Source: an optimization exercise on an open RTL-to-GDS flow (aim: small area). Production flows keep margins and buffers that such runs may drop.
The RTL was checked by simulation tests, not by an equivalence proof against the original design.

File: flow/flow/abc_area.script
strash
dch
map -D 4500
topo
buffer -N 10
upsize -D 4500
dnsize -D 4500
stime -p
File: flow/flow/my_synth.tcl
# The standard synthesis (synth_recipe.tcl) with two changes for area:
# Yosys's abc calls use this flow's ABC script, and full/half adders are not
# extracted into fa/ha cells (ABC maps the adder logic itself).
proc abc {args} {
  set i [lsearch -exact $args -script]
  if {$i >= 0} { lset args [expr {$i + 1}] $::env(MY_ABC_SCRIPT) }
  puts "flow/my_synth.tcl: abc $args"
  yosys abc {*}$args
}
proc extract_fa {args} { puts "flow/my_synth.tcl: extract_fa skipped" }
source $::env(MY_WORK)/synth_recipe.tcl
File: flow/standard.sh
#!/bin/bash
# synth_recipe.tcl (not shown) runs the flow's synth.tcl, then flattens the netlist and writes it again
# the make line also repeats each setting of config.mk as NAME=value (left out here)
make -C /OpenROAD-flow-scripts/flow DESIGN_CONFIG=/design/flow/config.mk WORK_HOME=/design/flow/orfs CLKGATE_MAP_FILE= SYNTH_SCRIPT=/design/flow/synth_recipe.tcl "${@:-finish}"
File: flow/constraint.sdc
create_clock -name core_clock -period 6.0 [get_ports {clk}]
set_input_delay 1.2000 -clock core_clock [delete_from_list [all_inputs] [get_ports {clk}]]
set_output_delay 1.2000 -clock core_clock [all_outputs]
set_load 0.01 [all_outputs]
File: flow/flow/run.sh
#!/bin/bash
# Own flow: the standard layout, with synthesis run through flow/my_synth.tcl
# (a different ABC script and no full-adder extraction). Registers and their
# names are those of the standard synthesis.
set -euo pipefail
W=$(pwd)
export MY_WORK=$W
export MY_ABC_SCRIPT=$W/flow/abc_area.script
# synthesis only, with our script; the remaining steps are the standard.sh
make -C "$FLOW_HOME" DESIGN_CONFIG="$W/config.mk" WORK_HOME="$W/orfs" CLKGATE_MAP_FILE= \
  SYNTH_SCRIPT="$W/flow/my_synth.tcl" synth > "$W/own_synth.log" 2>&1
bash "$W/standard.sh" > "$W/own_standard.log" 2>&1
File: flow/config.mk
export PLATFORM = sky130hd
export DESIGN_NAME = CORDIC_top
export DESIGN_NICKNAME = CORDIC_top
export VERILOG_FILES = /design/flow/design.v
export SDC_FILE = /design/flow/constraint.sdc
export NUM_CORES = 4
export LEC_CHECK = 0
export CAP_MARGIN = 20
export CORE_MARGIN = 2
export CORE_UTILIZATION = 40
export SLEW_MARGIN = 20
File: flow/design.v
module quad_logic (
    input signed [31:0] angle_in,
    output [27:0] za_out,
    output [3:0] zsel_out,
    output reg s1_out,
    output reg sin_sign, cos_sign
);
reg [1:0] quad;
localparam signed [31:0] PI = 32'h1921FB54;
localparam signed [31:0] PI_2 = 32'h0C90FDAA;
localparam signed [31:0] TWO_PI = 32'h3243F6A9;
localparam signed [31:0] THREE_PI_2 = 32'h25B2F8FE;
localparam signed [31:0] AT0 = 32'h06487ED5;
wire fl_p = angle_in < 0;
wire fl_m = angle_in >= TWO_PI;
wire q1 = fl_p ? (angle_in <= PI_2 - TWO_PI) : fl_m ? (angle_in <= PI_2 + TWO_PI) : (angle_in <= PI_2);
wire q2 = fl_p ? (angle_in <= PI - TWO_PI) : fl_m ? (angle_in <= PI + TWO_PI) : (angle_in <= PI);
wire q3 = fl_p ? (angle_in <= THREE_PI_2 - TWO_PI) : fl_m ? (angle_in <= THREE_PI_2 + TWO_PI) : (angle_in <= THREE_PI_2);
wire t0 = fl_p ? (angle_in >= AT0 - TWO_PI) : fl_m ? (angle_in >= AT0 + TWO_PI) : (angle_in >= AT0);
wire t1 = fl_p ? (angle_in <= PI - AT0 - TWO_PI) : fl_m ? (angle_in <= PI - AT0 + TWO_PI) : (angle_in <= PI - AT0);
wire t2 = fl_p ? (angle_in >= AT0 + PI - TWO_PI) : fl_m ? (angle_in >= AT0 + PI + TWO_PI) : (angle_in >= AT0 + PI);
wire t3 = fl_p ? (angle_in <= -AT0) : fl_m ? (angle_in <= TWO_PI + TWO_PI - AT0) : (angle_in <= TWO_PI - AT0);
always @(*) begin
    if (q1) begin
        quad = 2'd0; sin_sign = 1'b0; cos_sign = 1'b0; s1_out = t0;
    end else if (q2) begin
        quad = 2'd1; sin_sign = 1'b0; cos_sign = 1'b1; s1_out = t1;
    end else if (q3) begin
        quad = 2'd2; sin_sign = 1'b1; cos_sign = 1'b1; s1_out = t2;
    end else begin
        quad = 2'd3; sin_sign = 1'b1; cos_sign = 1'b0; s1_out = t3;
    end
end
assign za_out = angle_in[27:0] ^ {28{quad[0]}};
assign zsel_out = {fl_m, fl_p, quad};
endmodule
module CORDIC (
    input clk,
    input signed [15:0] x_start,
    input signed [15:0] y_start,
    input [27:0] za_in,       
    input [3:0] zsel_in,      
    input s1_in,              
    input sin_sign, cos_sign,
    output [15:0] sine,
    output [15:0] cosine
);
function [31:0] add32;   
    input [31:0] a, b;
    input cin;
    integer k, j;
    reg c, cb, G, P;
    reg [31:0] p, g;
    begin
        p = a ^ b; g = a & b; c = cin;
        for (k = 0; k < 32; k = k + 2) begin
            cb = c;
            for (j = k; j < k + 2 && j < 32; j = j + 1) begin
                add32[j] = p[j] ^ cb; cb = g[j] | (p[j] & cb);
            end
            G = 1'b0; P = 1'b1;
            for (j = k; j < k + 2 && j < 32; j = j + 1) begin
                G = g[j] | (p[j] & G); P = P & p[j];
            end
            c = G | (P & c);
        end
    end
endfunction
function [27:0] quad_offset;
    input [3:0] sel;
    input s1;
    reg [31:0] f, c;
    begin
        case (sel[3:2])
            2'd1: f = 32'h3243F6A9;
            2'd2: f = -32'h3243F6A9;
            default: f = 32'h0;
        endcase
        case (sel[1:0])
            2'd0: c = f - 32'h06487ED5;
            2'd1: c = 32'h1921FB54 - f - 32'h06487ED5 + 1;
            2'd2: c = f - 32'h1921FB54 - 32'h06487ED5;
            default: c = 32'h3243F6A9 - f - 32'h06487ED5 + 1;
        endcase
        if (s1) c = c - 32'h03B58CE1;
        else c = c + 32'h03B58CE1;
        quad_offset = c[27:0];
    end
endfunction
wire signed [31:0] x0 = {x_start[15], x_start, 15'b0};
wire signed [31:0] y0 = {y_start[15], y_start, 15'b0};
reg [31:15] x1, y1;
reg [27:0] za;
reg [3:0] zsel;
reg s1r;         
wire [31:0] x1_n = add32(x0, ~y0, 1'b1);
wire [31:0] y1_n = add32(y0, x0, 1'b0);
reg [31:0] sgn_s, sgn_c;   
always @(posedge clk) begin
    x1 <= x1_n[31:15]; y1 <= y1_n[31:15]; za <= za_in; zsel <= zsel_in; s1r <= s1_in;
    sgn_s <= {sgn_s[30:0], sin_sign}; sgn_c <= {sgn_c[30:0], cos_sign};
end
wire s1 = s1r;
wire [27:0] z2_n = za + quad_offset(zsel, s1r);
reg signed [26:0] z2;
always @(posedge clk) z2 <= z2_n[26:0];
wire signed [31:0] xk1 = {x1, 15'b0};
wire signed [31:0] yk1 = {y1, 15'b0};
wire [31:0] xsh1 = xk1 >>> 1;
wire [31:0] ysh1 = yk1 >>> 1;
wire [31:0] x2_n = add32(xk1, ysh1 ^ {32{s1}}, s1);
wire [31:0] y2_n = add32(yk1, xsh1 ^ {32{~s1}}, ~s1);
reg [31:14] x2, y2;
always @(posedge clk) begin x2 <= x2_n[31:14]; y2 <= y2_n[31:14]; end
wire s2 = ~z2[26];
wire [26:0] z3_n = s2 ? z2 - 27'd32880480 : z2 + 27'd32880480;
reg signed [25:0] z3;
always @(posedge clk) z3 <= z3_n[25:0];
wire signed [31:0] xk2 = {x2, 14'b0};
wire signed [31:0] yk2 = {y2, 14'b0};
wire [31:0] xsh2 = xk2 >>> 2;
wire [31:0] ysh2 = yk2 >>> 2;
wire [31:0] x3_n = add32(xk2, ysh2 ^ {32{s2}}, s2);
wire [31:0] y3_n = add32(yk2, xsh2 ^ {32{~s2}}, ~s2);
reg [31:12] x3, y3;
always @(posedge clk) begin x3 <= x3_n[31:12]; y3 <= y3_n[31:12]; end
wire s3 = ~z3[25];
wire [25:0] z4_n = s3 ? z3 - 26'd16690645 : z3 + 26'd16690645;
reg signed [24:0] z4;
always @(posedge clk) z4 <= z4_n[24:0];
wire signed [31:0] xk3 = {x3, 12'b0};
wire signed [31:0] yk3 = {y3, 12'b0};
wire [31:0] xsh3 = xk3 >>> 3;
wire [31:0] ysh3 = yk3 >>> 3;
wire [31:0] x4_n = add32(xk3, ysh3 ^ {32{s3}}, s3);
wire [31:0] y4_n = add32(yk3, xsh3 ^ {32{~s3}}, ~s3);
reg [31:9] x4, y4;
always @(posedge clk) begin x4 <= x4_n[31:9]; y4 <= y4_n[31:9]; end
wire s4 = ~z4[24];
wire [24:0] z5_n = s4 ? z4 - 25'd8377711 : z4 + 25'd8377711;
reg signed [23:0] z5;
always @(posedge clk) z5 <= z5_n[23:0];
wire signed [31:0] xk4 = {x4, 9'b0};
wire signed [31:0] yk4 = {y4, 9'b0};
wire [31:0] xsh4 = xk4 >>> 4;
wire [31:0] ysh4 = yk4 >>> 4;
wire [31:0] x5_n = add32(xk4, ysh4 ^ {32{s4}}, s4);
wire [31:0] y5_n = add32(yk4, xsh4 ^ {32{~s4}}, ~s4);
reg [31:5] x5, y5;
always @(posedge clk) begin x5 <= x5_n[31:5]; y5 <= y5_n[31:5]; end
wire s5 = ~z5[23];
wire [23:0] z6_n = s5 ? z5 - 24'd4192939 : z5 + 24'd4192939;
reg signed [22:0] z6;
always @(posedge clk) z6 <= z6_n[22:0];
wire signed [31:0] xk5 = {x5, 5'b0};
wire signed [31:0] yk5 = {y5, 5'b0};
wire [31:0] xsh5 = xk5 >>> 5;
wire [31:0] ysh5 = yk5 >>> 5;
wire [31:0] x6_n = add32(xk5, ysh5 ^ {32{s5}}, s5);
wire [31:0] y6_n = add32(yk5, xsh5 ^ {32{~s5}}, ~s5);
reg [31:0] x6, y6;
always @(posedge clk) begin x6 <= x6_n[31:0]; y6 <= y6_n[31:0]; end
wire s6 = ~z6[22];
wire [22:0] z7_n = s6 ? z6 - 23'd2096981 : z6 + 23'd2096981;
reg signed [21:0] z7;
always @(posedge clk) z7 <= z7_n[21:0];
wire signed [31:0] xk6 = x6;
wire signed [31:0] yk6 = y6;
wire [31:0] xsh6 = xk6 >>> 6;
wire [31:0] ysh6 = yk6 >>> 6;
wire [31:0] x7_n = add32(xk6, ysh6 ^ {32{s6}}, s6);
wire [31:0] y7_n = add32(yk6, xsh6 ^ {32{~s6}}, ~s6);
reg [31:0] x7, y7;
always @(posedge clk) begin x7 <= x7_n[31:0]; y7 <= y7_n[31:0]; end
wire s7 = ~z7[21];
wire [21:0] z8_n = s7 ? z7 - 22'd1048555 : z7 + 22'd1048555;
reg signed [20:0] z8;
always @(posedge clk) z8 <= z8_n[20:0];
wire signed [31:0] xk7 = x7;
wire signed [31:0] yk7 = y7;
wire [31:0] xsh7 = xk7 >>> 7;
wire [31:0] ysh7 = yk7 >>> 7;
wire [31:0] x8_n = add32(xk7, ysh7 ^ {32{s7}}, s7);
wire [31:0] y8_n = add32(yk7, xsh7 ^ {32{~s7}}, ~s7);
reg [31:0] x8, y8;
always @(posedge clk) begin x8 <= x8_n[31:0]; y8 <= y8_n[31:0]; end
wire s8 = ~z8[20];
wire [20:0] z9_n = s8 ? z8 - 21'd524285 : z8 + 21'd524285;
reg [19:0] u9;
always @(posedge clk) u9 <= {~z9_n[19], z9_n[18:0]};
wire signed [31:0] xk8 = x8;
wire signed [31:0] yk8 = y8;
wire [31:0] xsh8 = xk8 >>> 8;
wire [31:0] ysh8 = yk8 >>> 8;
wire [31:0] x9_n = add32(xk8, ysh8 ^ {32{s8}}, s8);
wire [31:0] y9_n = add32(yk8, xsh8 ^ {32{~s8}}, ~s8);
reg [31:0] x9, y9;
always @(posedge clk) begin x9 <= x9_n[31:0]; y9 <= y9_n[31:0]; end
wire s9 = u9[19];
reg [18:0] u10;
always @(posedge clk) u10 <= u9[18:0];
wire signed [31:0] xk9 = x9;
wire signed [31:0] yk9 = y9;
wire [31:0] xsh9 = xk9 >>> 9;
wire [31:0] ysh9 = yk9 >>> 9;
wire [31:0] x10_n = add32(xk9, ysh9 ^ {32{s9}}, s9);
wire [31:0] y10_n = add32(yk9, xsh9 ^ {32{~s9}}, ~s9);
reg [31:0] x10, y10;
always @(posedge clk) begin x10 <= x10_n[31:0]; y10 <= y10_n[31:0]; end
wire s10 = u10[18];
reg [17:0] u11;
always @(posedge clk) u11 <= u10[17:0];
wire signed [31:0] xk10 = x10;
wire signed [31:0] yk10 = y10;
wire [31:0] xsh10 = xk10 >>> 10;
wire [31:0] ysh10 = yk10 >>> 10;
wire [31:0] x11_n = add32(xk10, ysh10 ^ {32{s10}}, s10);
wire [31:0] y11_n = add32(yk10, xsh10 ^ {32{~s10}}, ~s10);
reg [31:0] x11, y11;
always @(posedge clk) begin x11 <= x11_n[31:0]; y11 <= y11_n[31:0]; end
wire s11 = u11[17];
reg [16:0] u12;
always @(posedge clk) u12 <= u11[16:0];
wire signed [31:0] xk11 = x11;
wire signed [31:0] yk11 = y11;
wire [31:0] xsh11 = xk11 >>> 11;
wire [31:0] ysh11 = yk11 >>> 11;
wire [31:0] x12_n = add32(xk11, ysh11 ^ {32{s11}}, s11);
wire [31:0] y12_n = add32(yk11, xsh11 ^ {32{~s11}}, ~s11);
reg [31:0] x12, y12;
always @(posedge clk) begin x12 <= x12_n[31:0]; y12 <= y12_n[31:0]; end
wire s12 = u12[16];
reg [15:0] u13;
always @(posedge clk) u13 <= u12[15:0];
wire signed [31:0] xk12 = x12;
wire signed [31:0] yk12 = y12;
wire [31:0] xsh12 = xk12 >>> 12;
wire [31:0] ysh12 = yk12 >>> 12;
wire [31:0] x13_n = add32(xk12, ysh12 ^ {32{s12}}, s12);
wire [31:0] y13_n = add32(yk12, xsh12 ^ {32{~s12}}, ~s12);
reg [31:0] x13, y13;
always @(posedge clk) begin x13 <= x13_n[31:0]; y13 <= y13_n[31:0]; end
wire s13 = u13[15];
reg [14:0] u14;
always @(posedge clk) u14 <= u13[14:0];
wire signed [31:0] xk13 = x13;
wire signed [31:0] yk13 = y13;
wire [31:0] xsh13 = xk13 >>> 13;
wire [31:0] ysh13 = yk13 >>> 13;
wire [31:0] x14_n = add32(xk13, ysh13 ^ {32{s13}}, s13);
wire [31:0] y14_n = add32(yk13, xsh13 ^ {32{~s13}}, ~s13);
reg [31:0] x14, y14;
always @(posedge clk) begin x14 <= x14_n[31:0]; y14 <= y14_n[31:0]; end
wire s14 = u14[14];
reg [13:0] u15;
always @(posedge clk) u15 <= u14[13:0];
wire signed [31:0] xk14 = x14;
wire signed [31:0] yk14 = y14;
wire [31:0] xsh14 = xk14 >>> 14;
wire [31:0] ysh14 = yk14 >>> 14;
wire [31:0] x15_n = add32(xk14, ysh14 ^ {32{s14}}, s14);
wire [31:0] y15_n = add32(yk14, xsh14 ^ {32{~s14}}, ~s14);
reg [31:0] x15, y15;
always @(posedge clk) begin x15 <= x15_n[31:0]; y15 <= y15_n[31:0]; end
wire s15 = u15[13];
reg [12:0] u16;
always @(posedge clk) u16 <= u15[12:0];
wire signed [31:0] xk15 = x15;
wire signed [31:0] yk15 = y15;
wire [31:0] xsh15 = xk15 >>> 15;
wire [31:0] ysh15 = yk15 >>> 15;
wire [31:0] x16_n = add32(xk15, ysh15 ^ {32{s15}}, s15);
wire [31:0] y16_n = add32(yk15, xsh15 ^ {32{~s15}}, ~s15);
reg [31:0] x16, y16;
always @(posedge clk) begin x16 <= x16_n[31:0]; y16 <= y16_n[31:0]; end
wire s16 = u16[12];
reg [11:0] u17;
always @(posedge clk) u17 <= u16[11:0];
wire signed [31:0] xk16 = x16;
wire signed [31:0] yk16 = y16;
wire [31:0] xsh16 = xk16 >>> 16;
wire [31:0] ysh16 = yk16 >>> 16;
wire [31:0] x17_n = add32(xk16, ysh16 ^ {32{s16}}, s16);
wire [31:0] y17_n = add32(yk16, xsh16 ^ {32{~s16}}, ~s16);
reg [31:0] x17, y17;
always @(posedge clk) begin x17 <= x17_n[31:0]; y17 <= y17_n[31:0]; end
wire s17 = u17[11];
reg [10:0] u18;
always @(posedge clk) u18 <= u17[10:0];
wire signed [31:0] xk17 = x17;
wire signed [31:0] yk17 = y17;
wire [31:0] xsh17 = xk17 >>> 17;
wire [31:0] ysh17 = yk17 >>> 17;
wire [31:0] x18_n = add32(xk17, ysh17 ^ {32{s17}}, s17);
wire [31:0] y18_n = add32(yk17, xsh17 ^ {32{~s17}}, ~s17);
reg [31:0] x18, y18;
always @(posedge clk) begin x18 <= x18_n[31:0]; y18 <= y18_n[31:0]; end
wire s18 = u18[10];
reg [9:0] u19;
always @(posedge clk) u19 <= u18[9:0];
wire signed [31:0] xk18 = x18;
wire signed [31:0] yk18 = y18;
wire [31:0] xsh18 = xk18 >>> 18;
wire [31:0] ysh18 = yk18 >>> 18;
wire [31:0] x19_n = add32(xk18, ysh18 ^ {32{s18}}, s18);
wire [31:0] y19_n = add32(yk18, xsh18 ^ {32{~s18}}, ~s18);
reg [31:0] x19, y19;
always @(posedge clk) begin x19 <= x19_n[31:0]; y19 <= y19_n[31:0]; end
wire s19 = u19[9];
reg [8:0] u20;
always @(posedge clk) u20 <= u19[8:0];
wire signed [31:0] xk19 = x19;
wire signed [31:0] yk19 = y19;
wire [31:0] xsh19 = xk19 >>> 19;
wire [31:0] ysh19 = yk19 >>> 19;
wire [31:0] x20_n = add32(xk19, ysh19 ^ {32{s19}}, s19);
wire [31:0] y20_n = add32(yk19, xsh19 ^ {32{~s19}}, ~s19);
reg [16:0] xh20;         
reg [11:0] xl20;         
reg xz20, xa20;         
always @(posedge clk) begin
    xh20 <= x20_n[31:15]; xl20 <= x20_n[11:0];
    xz20 <= ~|x20_n[14:12]; xa20 <= &x20_n[14:12];
end
reg [16:0] yh20;         
reg [11:0] yl20;         
reg yz20, ya20;         
always @(posedge clk) begin
    yh20 <= y20_n[31:15]; yl20 <= y20_n[11:0];
    yz20 <= ~|y20_n[14:12]; ya20 <= &y20_n[14:12];
end
wire s20 = u20[8];
reg [7:0] u21;
always @(posedge clk) u21 <= u20[7:0];
wire signed [16:0] yq20 = yh20;
wire signed [13:0] ysh20 = yq20 >>> 5;    
wire signed [13:0] xt20 = s20 ? -ysh20 : ysh20;
wire [13:0] xS20 = {2'b00, xl20} + xt20;
wire xcp20 = xS20[13:12] == 2'b01;    
wire xcm20 = xS20[13:12] == 2'b11;    
wire xop20 = xa20 & xcp20;    
wire xom20 = xz20 & xcm20;    
wire xz20_c = (xz20 & ~xcp20 & ~xcm20) | xop20;
wire xa20_c = (xa20 & ~xcp20 & ~xcm20) | xom20;
wire [16:0] xh21_n = xh20 + {{16{xom20}}, xop20 | xom20};
reg [16:0] xh21;
reg [10:0] xl21;
reg xz21, xa21;
always @(posedge clk) begin
    xh21 <= xh21_n;
    xl21 <= xS20[10:0];
    xz21 <= xz20_c & ~xS20[11];
    xa21 <= xa20_c & xS20[11];
end
wire signed [16:0] xq20 = xh20;
wire signed [13:0] xsh20 = xq20 >>> 5;    
wire signed [13:0] yt20 = ~s20 ? -xsh20 : xsh20;
wire [13:0] yS20 = {2'b00, yl20} + yt20;
wire ycp20 = yS20[13:12] == 2'b01;    
wire ycm20 = yS20[13:12] == 2'b11;    
wire yop20 = ya20 & ycp20;    
wire yom20 = yz20 & ycm20;    
wire yz20_c = (yz20 & ~ycp20 & ~ycm20) | yop20;
wire ya20_c = (ya20 & ~ycp20 & ~ycm20) | yom20;
wire [16:0] yh21_n = yh20 + {{16{yom20}}, yop20 | yom20};
reg [16:0] yh21;
reg [10:0] yl21;
reg yz21, ya21;
always @(posedge clk) begin
    yh21 <= yh21_n;
    yl21 <= yS20[10:0];
    yz21 <= yz20_c & ~yS20[11];
    ya21 <= ya20_c & yS20[11];
end
wire s21 = u21[7];
reg [6:0] u22;
always @(posedge clk) u22 <= u21[6:0];
wire signed [16:0] yq21 = yh21;
wire signed [12:0] ysh21 = yq21 >>> 6;    
wire signed [12:0] xt21 = s21 ? -ysh21 : ysh21;
wire [12:0] xS21 = {2'b00, xl21} + xt21;
wire xcp21 = xS21[12:11] == 2'b01;    
wire xcm21 = xS21[12:11] == 2'b11;    
wire xop21 = xa21 & xcp21;    
wire xom21 = xz21 & xcm21;    
wire xz21_c = (xz21 & ~xcp21 & ~xcm21) | xop21;
wire xa21_c = (xa21 & ~xcp21 & ~xcm21) | xom21;
wire [16:0] xh22_n = xh21 + {{16{xom21}}, xop21 | xom21};
reg [16:0] xh22;
reg [9:0] xl22;
reg xz22, xa22;
always @(posedge clk) begin
    xh22 <= xh22_n;
    xl22 <= xS21[9:0];
    xz22 <= xz21_c & ~xS21[10];
    xa22 <= xa21_c & xS21[10];
end
wire signed [16:0] xq21 = xh21;
wire signed [12:0] xsh21 = xq21 >>> 6;    
wire signed [12:0] yt21 = ~s21 ? -xsh21 : xsh21;
wire [12:0] yS21 = {2'b00, yl21} + yt21;
wire ycp21 = yS21[12:11] == 2'b01;    
wire ycm21 = yS21[12:11] == 2'b11;    
wire yop21 = ya21 & ycp21;    
wire yom21 = yz21 & ycm21;    
wire yz21_c = (yz21 & ~ycp21 & ~ycm21) | yop21;
wire ya21_c = (ya21 & ~ycp21 & ~ycm21) | yom21;
wire [16:0] yh22_n = yh21 + {{16{yom21}}, yop21 | yom21};
reg [16:0] yh22;
reg [9:0] yl22;
reg yz22, ya22;
always @(posedge clk) begin
    yh22 <= yh22_n;
    yl22 <= yS21[9:0];
    yz22 <= yz21_c & ~yS21[10];
    ya22 <= ya21_c & yS21[10];
end
wire s22 = u22[6];
reg [5:0] u23;
always @(posedge clk) u23 <= u22[5:0];
wire signed [16:0] yq22 = yh22;
wire signed [11:0] ysh22 = yq22 >>> 7;    
wire signed [11:0] xt22 = s22 ? -ysh22 : ysh22;
wire [11:0] xS22 = {2'b00, xl22} + xt22;
wire xcp22 = xS22[11:10] == 2'b01;    
wire xcm22 = xS22[11:10] == 2'b11;    
wire xop22 = xa22 & xcp22;    
wire xom22 = xz22 & xcm22;    
wire xz22_c = (xz22 & ~xcp22 & ~xcm22) | xop22;
wire xa22_c = (xa22 & ~xcp22 & ~xcm22) | xom22;
wire [16:0] xh23_n = xh22 + {{16{xom22}}, xop22 | xom22};
reg [16:0] xh23;
reg [8:0] xl23;
reg xz23, xa23;
always @(posedge clk) begin
    xh23 <= xh23_n;
    xl23 <= xS22[8:0];
    xz23 <= xz22_c & ~xS22[9];
    xa23 <= xa22_c & xS22[9];
end
wire signed [16:0] xq22 = xh22;
wire signed [11:0] xsh22 = xq22 >>> 7;    
wire signed [11:0] yt22 = ~s22 ? -xsh22 : xsh22;
wire [11:0] yS22 = {2'b00, yl22} + yt22;
wire ycp22 = yS22[11:10] == 2'b01;    
wire ycm22 = yS22[11:10] == 2'b11;    
wire yop22 = ya22 & ycp22;    
wire yom22 = yz22 & ycm22;    
wire yz22_c = (yz22 & ~ycp22 & ~ycm22) | yop22;
wire ya22_c = (ya22 & ~ycp22 & ~ycm22) | yom22;
wire [16:0] yh23_n = yh22 + {{16{yom22}}, yop22 | yom22};
reg [16:0] yh23;
reg [8:0] yl23;
reg yz23, ya23;
always @(posedge clk) begin
    yh23 <= yh23_n;
    yl23 <= yS22[8:0];
    yz23 <= yz22_c & ~yS22[9];
    ya23 <= ya22_c & yS22[9];
end
wire s23 = u23[5];
reg [4:0] u24;
always @(posedge clk) u24 <= u23[4:0];
wire signed [16:0] yq23 = yh23;
wire signed [10:0] ysh23 = yq23 >>> 8;    
wire signed [10:0] xt23 = s23 ? -ysh23 : ysh23;
wire [10:0] xS23 = {2'b00, xl23} + xt23;
wire xcp23 = xS23[10:9] == 2'b01;    
wire xcm23 = xS23[10:9] == 2'b11;    
wire xop23 = xa23 & xcp23;    
wire xom23 = xz23 & xcm23;    
wire xz23_c = (xz23 & ~xcp23 & ~xcm23) | xop23;
wire xa23_c = (xa23 & ~xcp23 & ~xcm23) | xom23;
wire [16:0] xh24_n = xh23 + {{16{xom23}}, xop23 | xom23};
reg [16:0] xh24;
reg [7:0] xl24;
reg xz24, xa24;
always @(posedge clk) begin
    xh24 <= xh24_n;
    xl24 <= xS23[7:0];
    xz24 <= xz23_c & ~xS23[8];
    xa24 <= xa23_c & xS23[8];
end
wire signed [16:0] xq23 = xh23;
wire signed [10:0] xsh23 = xq23 >>> 8;    
wire signed [10:0] yt23 = ~s23 ? -xsh23 : xsh23;
wire [10:0] yS23 = {2'b00, yl23} + yt23;
wire ycp23 = yS23[10:9] == 2'b01;    
wire ycm23 = yS23[10:9] == 2'b11;    
wire yop23 = ya23 & ycp23;    
wire yom23 = yz23 & ycm23;    
wire yz23_c = (yz23 & ~ycp23 & ~ycm23) | yop23;
wire ya23_c = (ya23 & ~ycp23 & ~ycm23) | yom23;
wire [16:0] yh24_n = yh23 + {{16{yom23}}, yop23 | yom23};
reg [16:0] yh24;
reg [7:0] yl24;
reg yz24, ya24;
always @(posedge clk) begin
    yh24 <= yh24_n;
    yl24 <= yS23[7:0];
    yz24 <= yz23_c & ~yS23[8];
    ya24 <= ya23_c & yS23[8];
end
wire s24 = u24[4];
reg [3:0] u25;
always @(posedge clk) u25 <= u24[3:0];
wire signed [16:0] yq24 = yh24;
wire signed [9:0] ysh24 = yq24 >>> 9;    
wire signed [9:0] xt24 = s24 ? -ysh24 : ysh24;
wire [9:0] xS24 = {2'b00, xl24} + xt24;
wire xcp24 = xS24[9:8] == 2'b01;    
wire xcm24 = xS24[9:8] == 2'b11;    
wire xop24 = xa24 & xcp24;    
wire xom24 = xz24 & xcm24;    
wire xz24_c = (xz24 & ~xcp24 & ~xcm24) | xop24;
wire xa24_c = (xa24 & ~xcp24 & ~xcm24) | xom24;
wire [16:0] xh25_n = xh24 + {{16{xom24}}, xop24 | xom24};
reg [16:0] xh25;
reg [6:0] xl25;
reg xz25, xa25;
always @(posedge clk) begin
    xh25 <= xh25_n;
    xl25 <= xS24[6:0];
    xz25 <= xz24_c & ~xS24[7];
    xa25 <= xa24_c & xS24[7];
end
wire signed [16:0] xq24 = xh24;
wire signed [9:0] xsh24 = xq24 >>> 9;    
wire signed [9:0] yt24 = ~s24 ? -xsh24 : xsh24;
wire [9:0] yS24 = {2'b00, yl24} + yt24;
wire ycp24 = yS24[9:8] == 2'b01;    
wire ycm24 = yS24[9:8] == 2'b11;    
wire yop24 = ya24 & ycp24;    
wire yom24 = yz24 & ycm24;    
wire yz24_c = (yz24 & ~ycp24 & ~ycm24) | yop24;
wire ya24_c = (ya24 & ~ycp24 & ~ycm24) | yom24;
wire [16:0] yh25_n = yh24 + {{16{yom24}}, yop24 | yom24};
reg [16:0] yh25;
reg [6:0] yl25;
reg yz25, ya25;
always @(posedge clk) begin
    yh25 <= yh25_n;
    yl25 <= yS24[6:0];
    yz25 <= yz24_c & ~yS24[7];
    ya25 <= ya24_c & yS24[7];
end
wire s25 = u25[3];
reg [2:0] u26;
always @(posedge clk) u26 <= u25[2:0];
wire signed [16:0] yq25 = yh25;
wire signed [8:0] ysh25 = yq25 >>> 10;    
wire signed [8:0] xt25 = s25 ? -ysh25 : ysh25;
wire [8:0] xS25 = {2'b00, xl25} + xt25;
wire xcp25 = xS25[8:7] == 2'b01;    
wire xcm25 = xS25[8:7] == 2'b11;    
wire xop25 = xa25 & xcp25;    
wire xom25 = xz25 & xcm25;    
wire xz25_c = (xz25 & ~xcp25 & ~xcm25) | xop25;
wire xa25_c = (xa25 & ~xcp25 & ~xcm25) | xom25;
wire [16:0] xh26_n = xh25 + {{16{xom25}}, xop25 | xom25};
reg [16:0] xh26;
reg [5:0] xl26;
reg xz26, xa26;
always @(posedge clk) begin
    xh26 <= xh26_n;
    xl26 <= xS25[5:0];
    xz26 <= xz25_c & ~xS25[6];
    xa26 <= xa25_c & xS25[6];
end
wire signed [16:0] xq25 = xh25;
wire signed [8:0] xsh25 = xq25 >>> 10;    
wire signed [8:0] yt25 = ~s25 ? -xsh25 : xsh25;
wire [8:0] yS25 = {2'b00, yl25} + yt25;
wire ycp25 = yS25[8:7] == 2'b01;    
wire ycm25 = yS25[8:7] == 2'b11;    
wire yop25 = ya25 & ycp25;    
wire yom25 = yz25 & ycm25;    
wire yz25_c = (yz25 & ~ycp25 & ~ycm25) | yop25;
wire ya25_c = (ya25 & ~ycp25 & ~ycm25) | yom25;
wire [16:0] yh26_n = yh25 + {{16{yom25}}, yop25 | yom25};
reg [16:0] yh26;
reg [5:0] yl26;
reg yz26, ya26;
always @(posedge clk) begin
    yh26 <= yh26_n;
    yl26 <= yS25[5:0];
    yz26 <= yz25_c & ~yS25[6];
    ya26 <= ya25_c & yS25[6];
end
wire s26 = u26[2];
reg [1:0] u27;
always @(posedge clk) u27 <= u26[1:0];
wire signed [16:0] yq26 = yh26;
wire signed [7:0] ysh26 = yq26 >>> 11;    
wire signed [7:0] xt26 = s26 ? -ysh26 : ysh26;
wire [7:0] xS26 = {2'b00, xl26} + xt26;
wire xcp26 = xS26[7:6] == 2'b01;    
wire xcm26 = xS26[7:6] == 2'b11;    
wire xop26 = xa26 & xcp26;    
wire xom26 = xz26 & xcm26;    
wire xz26_c = (xz26 & ~xcp26 & ~xcm26) | xop26;
wire xa26_c = (xa26 & ~xcp26 & ~xcm26) | xom26;
wire [16:0] xh27_n = xh26 + {{16{xom26}}, xop26 | xom26};
reg [16:0] xh27;
reg [4:0] xl27;
reg xz27, xa27;
always @(posedge clk) begin
    xh27 <= xh27_n;
    xl27 <= xS26[4:0];
    xz27 <= xz26_c & ~xS26[5];
    xa27 <= xa26_c & xS26[5];
end
wire signed [16:0] xq26 = xh26;
wire signed [7:0] xsh26 = xq26 >>> 11;    
wire signed [7:0] yt26 = ~s26 ? -xsh26 : xsh26;
wire [7:0] yS26 = {2'b00, yl26} + yt26;
wire ycp26 = yS26[7:6] == 2'b01;    
wire ycm26 = yS26[7:6] == 2'b11;    
wire yop26 = ya26 & ycp26;    
wire yom26 = yz26 & ycm26;    
wire yz26_c = (yz26 & ~ycp26 & ~ycm26) | yop26;
wire ya26_c = (ya26 & ~ycp26 & ~ycm26) | yom26;
wire [16:0] yh27_n = yh26 + {{16{yom26}}, yop26 | yom26};
reg [16:0] yh27;
reg [4:0] yl27;
reg yz27, ya27;
always @(posedge clk) begin
    yh27 <= yh27_n;
    yl27 <= yS26[4:0];
    yz27 <= yz26_c & ~yS26[5];
    ya27 <= ya26_c & yS26[5];
end
wire s27 = u27[1];
reg [0:0] u28;
always @(posedge clk) u28 <= u27[0:0];
wire signed [16:0] yq27 = yh27;
wire signed [6:0] ysh27 = yq27 >>> 12;    
wire signed [6:0] xt27 = s27 ? -ysh27 : ysh27;
wire [6:0] xS27 = {2'b00, xl27} + xt27;
wire xcp27 = xS27[6:5] == 2'b01;    
wire xcm27 = xS27[6:5] == 2'b11;    
wire xop27 = xa27 & xcp27;    
wire xom27 = xz27 & xcm27;    
wire xz27_c = (xz27 & ~xcp27 & ~xcm27) | xop27;
wire xa27_c = (xa27 & ~xcp27 & ~xcm27) | xom27;
wire [16:0] xh28_n = xh27 + {{16{xom27}}, xop27 | xom27};
reg [16:0] xh28;
reg [3:0] xl28;
reg xz28, xa28;
always @(posedge clk) begin
    xh28 <= xh28_n;
    xl28 <= xS27[3:0];
    xz28 <= xz27_c & ~xS27[4];
    xa28 <= xa27_c & xS27[4];
end
wire signed [16:0] xq27 = xh27;
wire signed [6:0] xsh27 = xq27 >>> 12;    
wire signed [6:0] yt27 = ~s27 ? -xsh27 : xsh27;
wire [6:0] yS27 = {2'b00, yl27} + yt27;
wire ycp27 = yS27[6:5] == 2'b01;    
wire ycm27 = yS27[6:5] == 2'b11;    
wire yop27 = ya27 & ycp27;    
wire yom27 = yz27 & ycm27;    
wire yz27_c = (yz27 & ~ycp27 & ~ycm27) | yop27;
wire ya27_c = (ya27 & ~ycp27 & ~ycm27) | yom27;
wire [16:0] yh28_n = yh27 + {{16{yom27}}, yop27 | yom27};
reg [16:0] yh28;
reg [3:0] yl28;
reg yz28, ya28;
always @(posedge clk) begin
    yh28 <= yh28_n;
    yl28 <= yS27[3:0];
    yz28 <= yz27_c & ~yS27[4];
    ya28 <= ya27_c & yS27[4];
end
wire s28 = u28[0];
reg [0:0] u29;
always @(posedge clk) u29 <= u28[0:0];
wire signed [16:0] yq28 = yh28;
wire signed [5:0] ysh28 = yq28 >>> 13;    
wire signed [5:0] xt28 = s28 ? -ysh28 : ysh28;
wire [5:0] xS28 = {2'b00, xl28} + xt28;
wire xcp28 = xS28[5:4] == 2'b01;    
wire xcm28 = xS28[5:4] == 2'b11;    
wire xop28 = xa28 & xcp28;    
wire xom28 = xz28 & xcm28;    
wire xz28_c = (xz28 & ~xcp28 & ~xcm28) | xop28;
wire xa28_c = (xa28 & ~xcp28 & ~xcm28) | xom28;
wire [16:0] xh29_n = xh28 + {{16{xom28}}, xop28 | xom28};
reg [16:0] xh29;
reg [2:0] xl29;
reg xz29, xa29;
always @(posedge clk) begin
    xh29 <= xh29_n;
    xl29 <= xS28[2:0];
    xz29 <= xz28_c & ~xS28[3];
    xa29 <= xa28_c & xS28[3];
end
wire signed [16:0] xq28 = xh28;
wire signed [5:0] xsh28 = xq28 >>> 13;    
wire signed [5:0] yt28 = ~s28 ? -xsh28 : xsh28;
wire [5:0] yS28 = {2'b00, yl28} + yt28;
wire ycp28 = yS28[5:4] == 2'b01;    
wire ycm28 = yS28[5:4] == 2'b11;    
wire yop28 = ya28 & ycp28;    
wire yom28 = yz28 & ycm28;    
wire yz28_c = (yz28 & ~ycp28 & ~ycm28) | yop28;
wire ya28_c = (ya28 & ~ycp28 & ~ycm28) | yom28;
wire [16:0] yh29_n = yh28 + {{16{yom28}}, yop28 | yom28};
reg [16:0] yh29;
reg [2:0] yl29;
reg yz29, ya29;
always @(posedge clk) begin
    yh29 <= yh29_n;
    yl29 <= yS28[2:0];
    yz29 <= yz28_c & ~yS28[3];
    ya29 <= ya28_c & yS28[3];
end
wire s29 = u29[0];
reg [0:0] u30;
always @(posedge clk) u30 <= u29[0:0];
wire signed [16:0] yq29 = yh29;
wire signed [4:0] ysh29 = yq29 >>> 14;    
wire signed [4:0] xt29 = s29 ? -ysh29 : ysh29;
wire [4:0] xS29 = {2'b00, xl29} + xt29;
wire xcp29 = xS29[4:3] == 2'b01;    
wire xcm29 = xS29[4:3] == 2'b11;    
wire xop29 = xa29 & xcp29;    
wire xom29 = xz29 & xcm29;    
wire xz29_c = (xz29 & ~xcp29 & ~xcm29) | xop29;
wire xa29_c = (xa29 & ~xcp29 & ~xcm29) | xom29;
wire [16:0] xh30_n = xh29 + {{16{xom29}}, xop29 | xom29};
reg [16:0] xh30;
reg [1:0] xl30;
reg xz30, xa30;
always @(posedge clk) begin
    xh30 <= xh30_n;
    xl30 <= xS29[1:0];
    xz30 <= xz29_c & ~xS29[2];
    xa30 <= xa29_c & xS29[2];
end
wire signed [16:0] xq29 = xh29;
wire signed [4:0] xsh29 = xq29 >>> 14;    
wire signed [4:0] yt29 = ~s29 ? -xsh29 : xsh29;
wire [4:0] yS29 = {2'b00, yl29} + yt29;
wire ycp29 = yS29[4:3] == 2'b01;    
wire ycm29 = yS29[4:3] == 2'b11;    
wire yop29 = ya29 & ycp29;    
wire yom29 = yz29 & ycm29;    
wire yz29_c = (yz29 & ~ycp29 & ~ycm29) | yop29;
wire ya29_c = (ya29 & ~ycp29 & ~ycm29) | yom29;
wire [16:0] yh30_n = yh29 + {{16{yom29}}, yop29 | yom29};
reg [16:0] yh30;
reg [1:0] yl30;
reg yz30, ya30;
always @(posedge clk) begin
    yh30 <= yh30_n;
    yl30 <= yS29[1:0];
    yz30 <= yz29_c & ~yS29[2];
    ya30 <= ya29_c & yS29[2];
end
wire s30 = u30[0];
reg [0:0] u31;
always @(posedge clk) u31 <= u30[0:0];
wire signed [16:0] yq30 = yh30;
wire signed [3:0] ysh30 = yq30 >>> 15;    
wire signed [3:0] xt30 = s30 ? -ysh30 : ysh30;
wire [3:0] xS30 = {2'b00, xl30} + xt30;
wire xcp30 = xS30[3:2] == 2'b01;    
wire xcm30 = xS30[3:2] == 2'b11;    
wire xop30 = xa30 & xcp30;    
wire xom30 = xz30 & xcm30;    
wire xz30_c = (xz30 & ~xcp30 & ~xcm30) | xop30;
wire xa30_c = (xa30 & ~xcp30 & ~xcm30) | xom30;
wire [16:0] xh31_n = xh30 + {{16{xom30}}, xop30 | xom30};
reg [16:0] xh31;
reg [0:0] xl31;
reg xz31, xa31;
always @(posedge clk) begin
    xh31 <= xh31_n;
    xl31 <= xS30[0:0];
    xz31 <= xz30_c & ~xS30[1];
    xa31 <= xa30_c & xS30[1];
end
wire signed [16:0] xq30 = xh30;
wire signed [3:0] xsh30 = xq30 >>> 15;    
wire signed [3:0] yt30 = ~s30 ? -xsh30 : xsh30;
wire [3:0] yS30 = {2'b00, yl30} + yt30;
wire ycp30 = yS30[3:2] == 2'b01;    
wire ycm30 = yS30[3:2] == 2'b11;    
wire yop30 = ya30 & ycp30;    
wire yom30 = yz30 & ycm30;    
wire yz30_c = (yz30 & ~ycp30 & ~ycm30) | yop30;
wire ya30_c = (ya30 & ~ycp30 & ~ycm30) | yom30;
wire [16:0] yh31_n = yh30 + {{16{yom30}}, yop30 | yom30};
reg [16:0] yh31;
reg [0:0] yl31;
reg yz31, ya31;
always @(posedge clk) begin
    yh31 <= yh31_n;
    yl31 <= yS30[0:0];
    yz31 <= yz30_c & ~yS30[1];
    ya31 <= ya30_c & yS30[1];
end
wire s31 = u31[0];
wire signed [16:0] yq31 = yh31;
wire signed [2:0] ysh31 = yq31 >>> 16;    
wire signed [2:0] xt31 = s31 ? -ysh31 : ysh31;
wire [2:0] xS31 = {2'b00, xl31} + xt31;
wire xcp31 = xS31[2:1] == 2'b01;    
wire xcm31 = xS31[2:1] == 2'b11;    
wire xop31 = xa31 & xcp31;    
wire xom31 = xz31 & xcm31;    
wire xz31_c = (xz31 & ~xcp31 & ~xcm31) | xop31;
wire xa31_c = (xa31 & ~xcp31 & ~xcm31) | xom31;
wire [16:0] xh32_n = xh31 + {{16{xom31}}, xop31 | xom31};
wire signed [16:0] xq31 = xh31;
wire signed [2:0] xsh31 = xq31 >>> 16;    
wire signed [2:0] yt31 = ~s31 ? -xsh31 : xsh31;
wire [2:0] yS31 = {2'b00, yl31} + yt31;
wire ycp31 = yS31[2:1] == 2'b01;    
wire ycm31 = yS31[2:1] == 2'b11;    
wire yop31 = ya31 & ycp31;    
wire yom31 = yz31 & ycm31;    
wire yz31_c = (yz31 & ~ycp31 & ~ycm31) | yop31;
wire ya31_c = (ya31 & ~ycp31 & ~ycm31) | yom31;
wire [16:0] yh32_n = yh31 + {{16{yom31}}, yop31 | yom31};
wire [15:0] c32 = xh32_n[15:0], s32 = yh32_n[15:0];
reg [15:0] r31s, r31c, r32s, r32c, r33s, r33c;
always @(posedge clk) begin
    r31s <= sgn_s[30] ? -s32 : s32;
    r31c <= sgn_c[30] ? -c32 : c32;
    r32s <= r31s; r32c <= r31c;
    r33s <= r32s; r33c <= r32c;
end
assign sine = r33s;
assign cosine = r33c;
endmodule
module CORDIC_top #(parameter WIDTH = 16 , parameter ITERATIONS = 32) (
    input clk,
    input signed [WIDTH-1:0] x_start,
    input signed [WIDTH-1:0] y_start,
    input signed [31:0] angle_in,
    output signed [WIDTH-1:0] sine,
    output signed [WIDTH-1:0] cosine
);
wire [27:0] za;
wire [3:0] zsel;
wire s1;
wire sin_sign, cos_sign;
quad_logic quad_logic_DUT(
    .angle_in(angle_in),
    .za_out(za),
    .zsel_out(zsel),
    .s1_out(s1),
    .sin_sign(sin_sign),
    .cos_sign(cos_sign)
);
CORDIC CORDIC_DUT(
    .clk(clk),
    .x_start(x_start),
    .y_start(y_start),
    .za_in(za),
    .zsel_in(zsel),
    .s1_in(s1),
    .sin_sign(sin_sign),
    .cos_sign(cos_sign),
    .sine(sine),
    .cosine(cosine)
);
endmodule
==> results of run 1 <==
-- placed cells by master, fill, tap and decap left out, drive strengths merged, types with 102 or more instances in the layout --
master     n
nand3    234
o31ai    102
nor3     158
o21ai    596
clkbuf   345
a31oi    173
xnor2   1070
inv     2987
buf      202
a21oi    636
dfxtp   2288
nand2   2231
nor2    4085
xor2    2019
-- cell type report --
class,count,area [sq um],share of cell area (%)
Multi-Input combinational cell,12100,67600,47.7
Timing Repair Buffer,298,2530,1.79
Inverter,2992,11200,7.94
Clock buffer,345,7490,5.28
Sequential cell,2288,45900,32.4
Antenna cell,4,10.0,0.00707
Tap cell,4140,5180,3.66
Clock inverter,139,1770,1.25
-- path summary, 6_finish.rpt --
kind | startpoint | end | cells after the start | slack, ps
setup / recovery | CORDIC_DUT.u13[15]$_DFF_P_ | CORDIC_DUT.x14[31]$_DFF_P_ | 22 | 530
hold / removal | CORDIC_DUT.sgn_s[16]$_DFF_P_ | CORDIC_DUT.sgn_s[17]$_DFF_P_ | 0 | 260
setup reg to reg | CORDIC_DUT.u13[15]$_DFF_P_ | CORDIC_DUT.x14[31]$_DFF_P_ | 22 | 530
hold reg to reg | CORDIC_DUT.sgn_s[16]$_DFF_P_ | CORDIC_DUT.sgn_s[17]$_DFF_P_ | 0 | 260
-- logic make-up (layout without fill, tap and decap cells) --
logic type               count (synthesis)  after routing
AND/OR/NAND/NOR                       6949           6949
XOR/XNOR                              3089           3089
adder cells (fa/ha/maj)                 17             17
buffers and inverters                 3255           3774
flip-flops                            2288           2288
other                                    0              4
AO/OA/AOI/OAI                         2052           2052
-- worst register-to-register path, cell delays in order (launching register included) --
cell and delay (ps):
dfxtp_4 420, xnor2_1 250, xor2_1 230, nand2_1 70
o21ai_0 130, nand3_1 170, a31oi_2 290, a311oi_2 190
o31ai_2 340, a311oi_2 200, o31ai_2 390, a311oi_2 230
o31ai_2 370, a311oi_1 230, o21bai_1 290, a311oi_1 190
o21bai_1 290, a311oi_1 210, o21bai_1 280, nand3_1 140
a31oi_1 160, a21oi_1 70, xnor2_1 130
-- per-layer routing --
layer	GRT usage, %	up-vias	wire, um
met5	0	-	0
met4	5.73	0	8980
met3	1.80	497	8900
met2	33.6	1325	144000
met1	21.2	44600	127000
li1	-	54800	-
-- timing repair --
action	in CTS	in global routing
gates resized for setup	0	102
setup buffers	0	12
endpoints found under the setup margin	0	100
-- metrics by stage --
step                instances  utilization (%)  hold slack (ps)  area [sq um]
finish                  22300             45.5              262        142000
global placement        21800             42.3              310        132000
CTS                     22300             45.3              250        141000
detailed placement      21800             42.3              312        132000
global route            22300             45.5              267        142000
floorplan               17700                -              310        125000
==> key figures, run 1 <==
Outcome
  – Status: finished clean

CTS
  – CTS tree: built
  – Bufs on Longest Clock Path: 4
  – Worst-Skew Late Latency: 900 ps
  – TritonCTS buffer count: 267
  – CTS root buffer: clkbuf_16
  – Reg clk slew, reported paths: 60 ps
  – Hold_buf cts: 0
  – H-tree depth: 5
  – Clock Sinks: 2,288

Detailed routing
  – DR DRC count: 0
  – First DRT Iteration DRCs: 4,862
  – Avg WL per Cell: 13.0 um
  – Vias per cell: 4.53
  – Drt total wl: 289 mm
  – DR pass1 iterations: 6
  – Detailed-route via count: 101,000
  – Final antenna-violating net count: 0

STA
  – PnR worst setup slack: 533 ps
  – Tmin final: 5470 ps
  – Setup TNS: 0 ps
  – Layout Skew: 101 ps
  – # setup viols final: 0
  – Final critical-path share of the clock period: 91.1%
  – FMAX: 183 MHz
  – Worst-Margin Slew: 957 ps
  – Final-report max-slew violation count: 0
  – Hold Violations, Final: 0
  – Slew margin rel.: 36.2%

Floorplanning
  – DIE HEIGHT: 564 um
  – Initial Util: 40.2%
  – Die Width: 564 um
  – IO Pins: 97
  – Die Outline Area: 318,000 sq um
  – # rows: 205
  – CORE AREA: 312,000 sq um

Logic synthesis
  – Largest area contributor in the netlist: dfxtp_1
  – Avg Cell Area, Syn: 7.10 sq um
  – Mapped cell area: 125,000 sq um
  – Largest family of logic cells by synthesized area: simple AND/OR/NAND/NOR gates
  – Asr flop ratio synth: 0%
  – Adder-cell share of the synthesized area: 0.136%
  – Most common cell in the netlist: nor2_1
  – Simple-gate share of the synthesized area: 21.7%
  – Syn Nets: 17,700
  – Synthesis-stage register bit count: 2,288
  – Multiplexer area fraction after synthesis: 0%
  – Most common library cells after synthesis: nor2_1, inv_1, dfxtp_1, nand2_1, xor2_1
  – Area contributors post-synth: dfxtp_1, xor2_1, nor2_1
  – Compound-cell area share of the yosys netlist: 10.2%
  – Post-synthesis xor/xnor area fraction: 21.6%
  – EDFF count, synth: 0
  – Synthesis warning total: 2
  – Post-Synthesis Cells: 17,700
  – Sequential area share after synthesis: 36.6%
  – Cell variety after synth: 65
  – Top FF cell, synth: dfxtp_1
  – Post-synth top area share: 36.6%

Run
  – Max-Cap Viols: 0

Cells and area
  – Synthesis-to-layout area growth: 13.1%
  – Layout Nets: 18,000
  – # fillers: 31,400
  – Share of layout cells above drive strength 1: 4.66%

Setup path
  – Worst EP arrival: 6150 ps
  – Largest fanout on the critical path: 14
  – CP max-delay cell: dfxtp_4
  – CP Cell Sequence: xnor2_1, xor2_1, nand2_1, o21ai_0, nand3_1, a31oi_2, a311oi_2, o31ai_2, a311oi_2, o31ai_2, a311oi_2, o31ai_2, a311oi_1, o21bai_1, a311oi_1, o21bai_1, a311oi_1, o21bai_1, nand3_1, a31oi_1, a21oi_1, xnor2_1
  – CP Capture Type: flip-flop
  – Delay-heaviest family, CP: compound AO/OA/AOI/OAI gates
  – Crit path buf inv count: 0
  – Critical path type: flip-flop to flip-flop
  – CP peak stage delay: 420 ps
  – Worst setup SP type: flip-flop
  – Critical Path RT: 6680 ps

Place
  – Hpwl dp: 230 mm
  – GPL Wtd Cong: 0.913
  – Pre-CTS setup slack: 238 ps
  – Port-buffer cells: 96

GRT
  – GRT Overall Usage: 17.9%
  – Grt ovf: 0
  – Pin count of the biggest net entering global routing: 68
  – First-pass GRT wire length: 471 mm
  – Vias in the first global route: 96,100
  – Initial antenna violation count: 6

Worst hold path
  – HP Class: flip-flop to flip-flop
==> run 2: changes to the inputs <==
==> flow/flow/abc_area.script (replaced) <==
&get -n
&st
&dch
&nf -R 1000
&put
topo
buffer -N 10
upsize -D 4500
dnsize -D 4500
stime -p
==> key figures, run 2 <==
Outcome
  – Status: finished clean

Logic synthesis
  – Cell variety after synth: 97 (+49%)
  – Most common library cells after synthesis: xnor2_1, dfxtp_1, xor2_1, nand2_1, nor2_1
  – Synthesis warning total: 2 (unchanged)
  – Most common cell in the netlist: xnor2_1
  – Area contributors post-synth: dfxtp_1, xnor2_1, xor2_1
  – Post-Synthesis Cells: 13,300 (-25%)
  – Asr flop ratio synth: 0% (unchanged)
  – Syn Nets: 13,300 (-25%)
  – Mapped cell area: 119,000 sq um (-5.0%)
  – EDFF count, synth: 0 (unchanged)
  – Top FF cell, synth: dfxtp_1
  – Avg Cell Area, Syn: 8.98 sq um (+26%)
  – Sequential area share after synthesis: 38.5% (+1.9 points)
  – Post-synth top area share: 38.5% (+1.9 points)
  – Synthesis-stage register bit count: 2,288 (unchanged)
  – Largest area contributor in the netlist: dfxtp_1

Floorplanning
  – Initial Util: 40.1% (-0.053 points)
  – DIE HEIGHT: 550 um (-2.5%)
  – CORE AREA: 297,000 sq um (-4.8%)
  – Die Width: 550 um (-2.5%)
  – IO Pins: 97 (unchanged)
  – Die Outline Area: 302,000 sq um (-4.9%)
  – # rows: 200 (-2.4%)

STA
  – Final critical-path share of the clock period: 95.9% (+4.7 points)
  – Hold Violations, Final: 0 (unchanged)
  – Worst-Margin Slew: 935 ps (-21.8 ps)
  – Tmin final: 5750 ps (+284 ps)
  – RSZ-0062 raised after global routing: true
  – Final-report max-slew violation count: 0 (unchanged)
  – Slew margin rel.: 37.2% (+1.0 points)
  – FMAX: 174 MHz (-4.9%)
  – Layout Skew: 108 ps (+7.48 ps)
  – # setup viols final: 0 (unchanged)

Cells and area
  – Layout Nets: 13,900 (-23%)
  – Final design utilization: 46.8% (+1.4 points)
  – Final Non-Filler Cells: 18,000 (-19%)
  – Most common cell after layout, fill and taps aside: xnor2_1
  – Final instance area: 139,000 sq um (-1.9%)
  – Synthesis-to-layout area growth: 16.7%
  – Commonest cells after routing, fill and taps aside: xnor2_1, dfxtp_1, xor2_1, nand2_1, nor2_1
  – Share of layout cells above drive strength 1: 10.2% (+5.5 points)

Setup path
  – Worst EP arrival: 6540 ps (+390 ps)
  – CP max-delay cell: o311a_4
  – Critical path type: flip-flop to flip-flop
  – Critical Path RT: 6790 ps (+110 ps)
  – Worst setup SP type: flip-flop
  – CP Capture Type: flip-flop
  – CP peak stage delay: 410 ps (about the same)
  – Crit-path most repeated cell: o311a_1
  – Largest fanout on the critical path: 7 (-7)
  – Delay-heaviest family, CP: compound AO/OA/AOI/OAI gates
  – CP Cell Sequence: buf_12, buf_4, xor2_2, xnor2_1, nor2_1, a21oi_1, o31ai_4, nor3b_2, a211oi_1, o31ai_2, nor3b_2, a211oi_1, nor3b_2, a211oi_1, o311a_1, o311a_1, o311a_1, o311a_1, o311a_1, o311a_1, o311a_4, o311ai_4, maj3_2, xnor2_1
  – Crit path buf inv count: 2 (+2)

Detailed routing
  – Metal3 WL: 7.79 mm (-13%)
  – Vias per cell: 4.74 (+4.5%)
  – Detailed-route via count: 85,100 (-16%)
  – Final antenna-violating net count: 0 (unchanged)
  – Top Metal Used: met4
  – Avg WL per Cell: 14.4 um (+11%)
  – Drt total wl: 258 mm (-11%)
  – DR pass1 iterations: 6 (unchanged)
  – Wl on met1: 115 mm (-9.8%)
  – Met2 wire len: 127 mm (-12%)
  – First DRT Iteration DRCs: 3,739 (-23%)
  – DR DRC count: 0 (unchanged)

GRT
  – Grt ovf: 0 (unchanged)
  – Initial antenna violation count: 7 (+1)
  – Pin count of the biggest net entering global routing: 65 (-4.4%)
  – GRT Overall Usage: 16.7% (-1.2 points)
  – Vias in the first global route: 82,600 (-14%)
  – First-pass GRT wire length: 417 mm (-11%)

Place
  – Placement-stage cell area: 128,000 sq um (-2.9%)
  – GPL Wtd Cong: 0.874 (-4.3%)
  – Hpwl dp: 202 mm (-12%)
  – Placed insts: 17,500 (-20%)
  – Port-buffer cells: 96 (unchanged)

Run
  – Max-Cap Viols: 0 (unchanged)

CTS
  – CTS root buffer: clkbuf_16
  – Worst-Skew Late Latency: 920 ps (+20 ps)
  – TritonCTS buffer count: 245 (-8.2%)
  – Reg clk slew, reported paths: 60 ps (about the same)
  – H-tree depth: 4 (-1)
  – Bufs on Longest Clock Path: 4 (unchanged)
  – Clock Sinks: 2,288 (unchanged)
  – CTS tree: built

Worst hold path
  – HP Class: flip-flop to flip-flop
run 2: changes by cell type after synthesis, sizes merged, moves of 126 or more:
cell    change
nor2     -3192
nand2b    +126
o21ai     +239
inv      -2674
nor2b     +151
maj3      +241
a21oi     -244
xnor2    +1523
nand2     -710
run 2: path summary, 6_finish.rpt:
check / from / to / slack, ps / cells after the start
setup reg to reg: CORDIC_DUT.u18[10]$_DFF_P_ / CORDIC_DUT.x19[31]$_DFF_P_ / 250 / 24
hold reg to reg: CORDIC_DUT.sgn_c[10]$_DFF_P_ / CORDIC_DUT.sgn_c[11]$_DFF_P_ / 250 / 0
setup / recovery: CORDIC_DUT.u18[10]$_DFF_P_ / CORDIC_DUT.x19[31]$_DFF_P_ / 250 / 24
hold / removal: CORDIC_DUT.sgn_c[10]$_DFF_P_ / CORDIC_DUT.sgn_c[11]$_DFF_P_ / 250 / 0
run 2: area by class of cell:
type / count / area, sq um
Timing Repair Buffer: 707 / 5690
Clock inverter: 126 / 2090
Sequential cell: 2288 / 45900
Tap cell: 3939 / 4930
Clock buffer: 328 / 7020
Multi-Input combinational cell: 10300 / 72200
Antenna cell: 2 / 5.00
Inverter: 300 / 1130
Fill cell: 28300 / 158000
run 2: metrics by stage:
step / worst slack [ps] / TNS, ps / hold WS [ps]
after floorplan: -11.8 / -11.8 / 310
after global placement: -132 / -157 / 310
after detailed placement: -125 / -410 / 312
after CTS: -26.6 / -26.6 / 238
after global routing: -90.7 / -632 / 249
final: 248 / 0 / 249
run 2: cells by family (layout without fill, tap and decap cells):
family	after synthesis	in the layout	synth area share [%]
xor+xnor	4489	4489	33.1
fa+ha+maj	258	258	2.17
buf+inv	697	1461	2.36
other cells	0	2	0
compound gates	2158	2158	11.4
flops	2288	2288	38.5
mux	19	19	0.161
simple gates	3352	3352	12.4
run 2: layer usage:
metal	global-route usage, %	vias to the layer above
li1	-	45000
met1	20.4	38600
met2	30.3	1053
met3	1.88	447
met4	5.30	0
met5	0	-
run 2: timing repair:
action | 4_1_cts | 5_1_grt
endpoints found under the hold margin | 0 | 0
setup buffers | 1 | 35
pin swaps | 6 | 115
hold buffers | 0 | 0
setup endpoints to repair | 12 | 161
gates resized for setup | 15 | 276
==> run 3: changes to the inputs <==
--- a/flow/config.mk
+++ b/flow/config.mk
@@ -7,5 +7,5 @@
 export LEC_CHECK = 0
-export CAP_MARGIN = 20
+export CAP_MARGIN = 5
 export CORE_MARGIN = 2
 export CORE_UTILIZATION = 40
-export SLEW_MARGIN = 20
+export SLEW_MARGIN = 5
==> key figures, run 3 <==
Outcome
  – Status: finished clean

Floorplanning
  – DIE HEIGHT: 550 um (unchanged)
  – # rows: 200 (unchanged)
  – Initial Util: 40.1% (unchanged)
  – Die Width: 550 um (unchanged)
  – IO Pins: 97 (unchanged)
  – CORE AREA: 297,000 sq um (unchanged)
  – Die Outline Area: 302,000 sq um (unchanged)

CTS
  – Clock Sinks: 2,288 (unchanged)
  – Reg clk slew, reported paths: 60 ps (about the same)
  – Bufs on Longest Clock Path: 4 (unchanged)
  – H-tree depth: 4 (unchanged)
  – CTS root buffer: clkbuf_16
  – CTS tree: built
  – Worst-Skew Late Latency: 920 ps (about the same)
  – TritonCTS buffer count: 245 (unchanged)

Logic synthesis
  – Most common cell in the netlist: xnor2_1
  – Post-Synthesis Cells: 13,300 (unchanged)
  – Syn Nets: 13,300 (unchanged)
  – Compound-cell area share of the yosys netlist: 11.4% (unchanged)
  – Simple-gate share of the synthesized area: 12.4% (unchanged)
  – Post-synth top area share: 38.5% (unchanged)
  – Most common library cells after synthesis: xnor2_1, dfxtp_1, xor2_1, nand2_1, nor2_1
  – Asr flop ratio synth: 0% (unchanged)
  – Synthesis-stage register bit count: 2,288 (unchanged)
  – Sequential area share after synthesis: 38.5% (unchanged)
  – Top FF cell, synth: dfxtp_1
  – Area contributors post-synth: dfxtp_1, xnor2_1, xor2_1
  – Multiplexer area fraction after synthesis: 0.161% (unchanged)
  – Synthesis warning total: 2 (unchanged)
  – Mapped cell area: 119,000 sq um (unchanged)
  – Largest area contributor in the netlist: dfxtp_1
  – Largest family of logic cells by synthesized area: XOR/XNOR gates
  – EDFF count, synth: 0 (unchanged)
  – Post-synthesis xor/xnor area fraction: 33.1% (unchanged)
  – Cell variety after synth: 97 (unchanged)
  – Adder-cell share of the synthesized area: 2.17% (unchanged)
  – Avg Cell Area, Syn: 8.98 sq um (unchanged)

Place
  – Hpwl dp: 202 mm (unchanged)
  – Placement-stage cell area: 128,000 sq um (unchanged)
  – GPL Wtd Cong: 0.874 (unchanged)
  – Placed insts: 17,500 (unchanged)
  – Port-buffer cells: 96 (unchanged)
  – Pre-CTS setup slack: -125 ps (unchanged)

Setup path
  – CP Capture Type: flip-flop
  – Worst setup SP type: flip-flop
  – CP peak stage delay: 410 ps (about the same)
  – Critical Path RT: 6790 ps (about the same)
  – Largest fanout on the critical path: 7 (unchanged)
  – Crit path from: CORDIC_DUT.u18[10]$_DFF_P_
  – CP max-delay cell: o311a_4
  – Crit path buf inv count: 2 (unchanged)
  – Critical path type: flip-flop to flip-flop
  – CP Cell Sequence: buf_12, buf_4, xor2_2, xnor2_1, nor2_1, a21oi_1, o31ai_4, nor3b_2, a211oi_1, o31ai_2, nor3b_2, a211oi_1, nor3b_2, a211oi_1, o311a_1, o311a_1, o311a_1, o311a_1, o311a_1, o311a_1, o311a_4, o311ai_4, maj3_2, xnor2_1
  – Worst EP arrival: 6540 ps (about the same)
  – Reg2Reg Setup Slack: 250 ps (about the same)
  – Worst Reg-to-Reg Cells: 24 (unchanged)
  – Crit-path most repeated cell: o311a_1
  – Worst r2r src: CORDIC_DUT.u18[10]$_DFF_P_
  – Delay-heaviest family, CP: compound AO/OA/AOI/OAI gates
  – Worst r2r dst: CORDIC_DUT.x19[31]$_DFF_P_

Run
  – Max-Cap Viols: 0 (unchanged)

Detailed routing
  – First DRT Iteration DRCs: 3,773 (+0.91%)
  – Avg WL per Cell: 14.4 um (about the same)
  – DR pass1 iterations: 7 (+1)
  – Vias per cell: 4.73 (about the same)
  – Detailed-route via count: 85,100 (-0.038%)
  – Final antenna-violating net count: 0 (unchanged)
  – Drt total wl: 258 mm (about the same)
  – DR DRC count: 0 (unchanged)

GRT
  – Vias in the first global route: 82,600 (unchanged)
  – Pin count of the biggest net entering global routing: 65 (unchanged)
  – Initial antenna violation count: 7 (unchanged)
  – GRT Overall Usage: 16.7% (unchanged)
  – Grt ovf: 0 (unchanged)
  – First-pass GRT wire length: 417 mm (unchanged)

Cells and area
  – Commonest cells after routing, fill and taps aside: xnor2_1, dfxtp_1, xor2_1, nand2_1, nor2_1
  – Synthesis-to-layout area growth: 16.7% (about the same)
  – Final instance area: 139,000 sq um (about the same)
  – Most common cell after layout, fill and taps aside: xnor2_1
  – Share of layout cells above drive strength 1: 10.2% (about the same)
  – Layout Nets: 13,900 (unchanged)
  – # fillers: 28,300 (+0.014%)
  – Final Non-Filler Cells: 18,000 (+0.0056%)
  – Final design utilization: 46.8% (about the same)

STA
  – Worst hold slack: 251 ps (+1.88 ps)
  – # setup viols final: 0 (unchanged)
  – Setup TNS: 0 ps (unchanged)
  – Layout Skew: 108 ps (-0.769 ps)
  – Final-report max-slew violation count: 0 (unchanged)
  – FMAX: 174 MHz (about the same)
  – Worst-Margin Slew: 1160 ps (+221 ps)
  – PnR worst setup slack: 247 ps (-1.50 ps)
  – Hold Violations, Final: 0 (unchanged)
  – RSZ-0062 raised after global routing: true
  – Tmin final: 5750 ps (+1.50 ps)
  – Final critical-path share of the clock period: 95.9% (about the same)
  – Slew margin rel.: 22.5% (-15 points)

Worst hold path
  – Hold path startpoint: CORDIC_DUT.sgn_c[10]$_DFF_P_
  – HP Class: flip-flop to flip-flop
  – Hold endpoint: CORDIC_DUT.sgn_c[11]$_DFF_P_
  – Worst Hold Depth: 0 (unchanged)
run 3: timing repair:
action | 4_1_cts | 5_1_grt
hold buffers | 0 | 0
setup endpoints to repair | 12 | 161
gates resized for setup | 15 | 278
pin swaps | 6 | 115
cloned | 0 | 0
buffers inserted | 1 | 35
run 3: cell families (layout without fill, tap and decap cells):
group           count (synthesis)  after routing
compound gates               2158           2158
xor+xnor                     4489           4489
fa+ha+maj                     258            258
buf+inv                       697           1461
flops                        2288           2288
mux                            19             19
other cells                     0              3
simple gates                 3352           3352
run 3: worst max path at each step:
stage	endpoint	slack [ps]	depth (start not counted)
global route	CORDIC_DUT.x13[31]$_DFF_P_	-90	25
global placement	CORDIC_DUT.y19[31]$_DFF_P_	-130	26
floorplan	CORDIC_DUT.y13[31]$_DFF_P_	-10	29
CTS	CORDIC_DUT.y19[31]$_DFF_P_	-30	26
finish	CORDIC_DUT.x19[31]$_DFF_P_	250	24
detailed placement	CORDIC_DUT.y19[31]$_DFF_P_	-120	26
run 3: layout make-up:
class | instances | area (sq um) | share of cell area (%)
multi-input cells | 10300 | 72200 | 51.9
flip-flops and latches | 2288 | 45900 | 33.0
clock buffers | 328 | 7020 | 5.05
repair buffers | 707 | 5690 | 4.09
well taps | 3939 | 4930 | 3.55
clock inverters | 126 | 2090 | 1.51
inverters | 300 | 1130 | 0.811
diodes | 3 | 7.51 | 0.00540
run 3: metal layers:
layer  routed length [um]  track usage (%)
met5                    0                0
met2               127000             30.3
met3                 7650             1.88
met4                 7830             5.30
met1               115000             20.4

## what the ideal ports hide
In the flow no input, the clock included, has a driving cell. The finished layouts below were timed again as built, in two steps. Step 1 assumes that a clkbuf_16 drives the clock port and a buf_2 every other input. Step 2 moves the port delays by t, midway between the first and last clock arrival at a register: inputs arrive t later, outputs are due t later. That takes back most of the time a late clock gives input paths. Three values: no drivers, after step 1, after step 2; two values: the first two.
| run | t, ns | setup WS [ns] | worst register clock-pin slew, ns |
|---|---|---|---|
| run 1 | 0.950 | 0.533 / 0.533 / 0.533 | 0.08 / 0.08 |
| run 2 | 0.963 | 0.248 / 0.248 / 0.248 | 0.07 / 0.07 |
| run 3 | 0.961 | 0.247 / 0.247 / 0.247 | 0.07 / 0.07 |
After both steps every run listed still meets setup and hold.
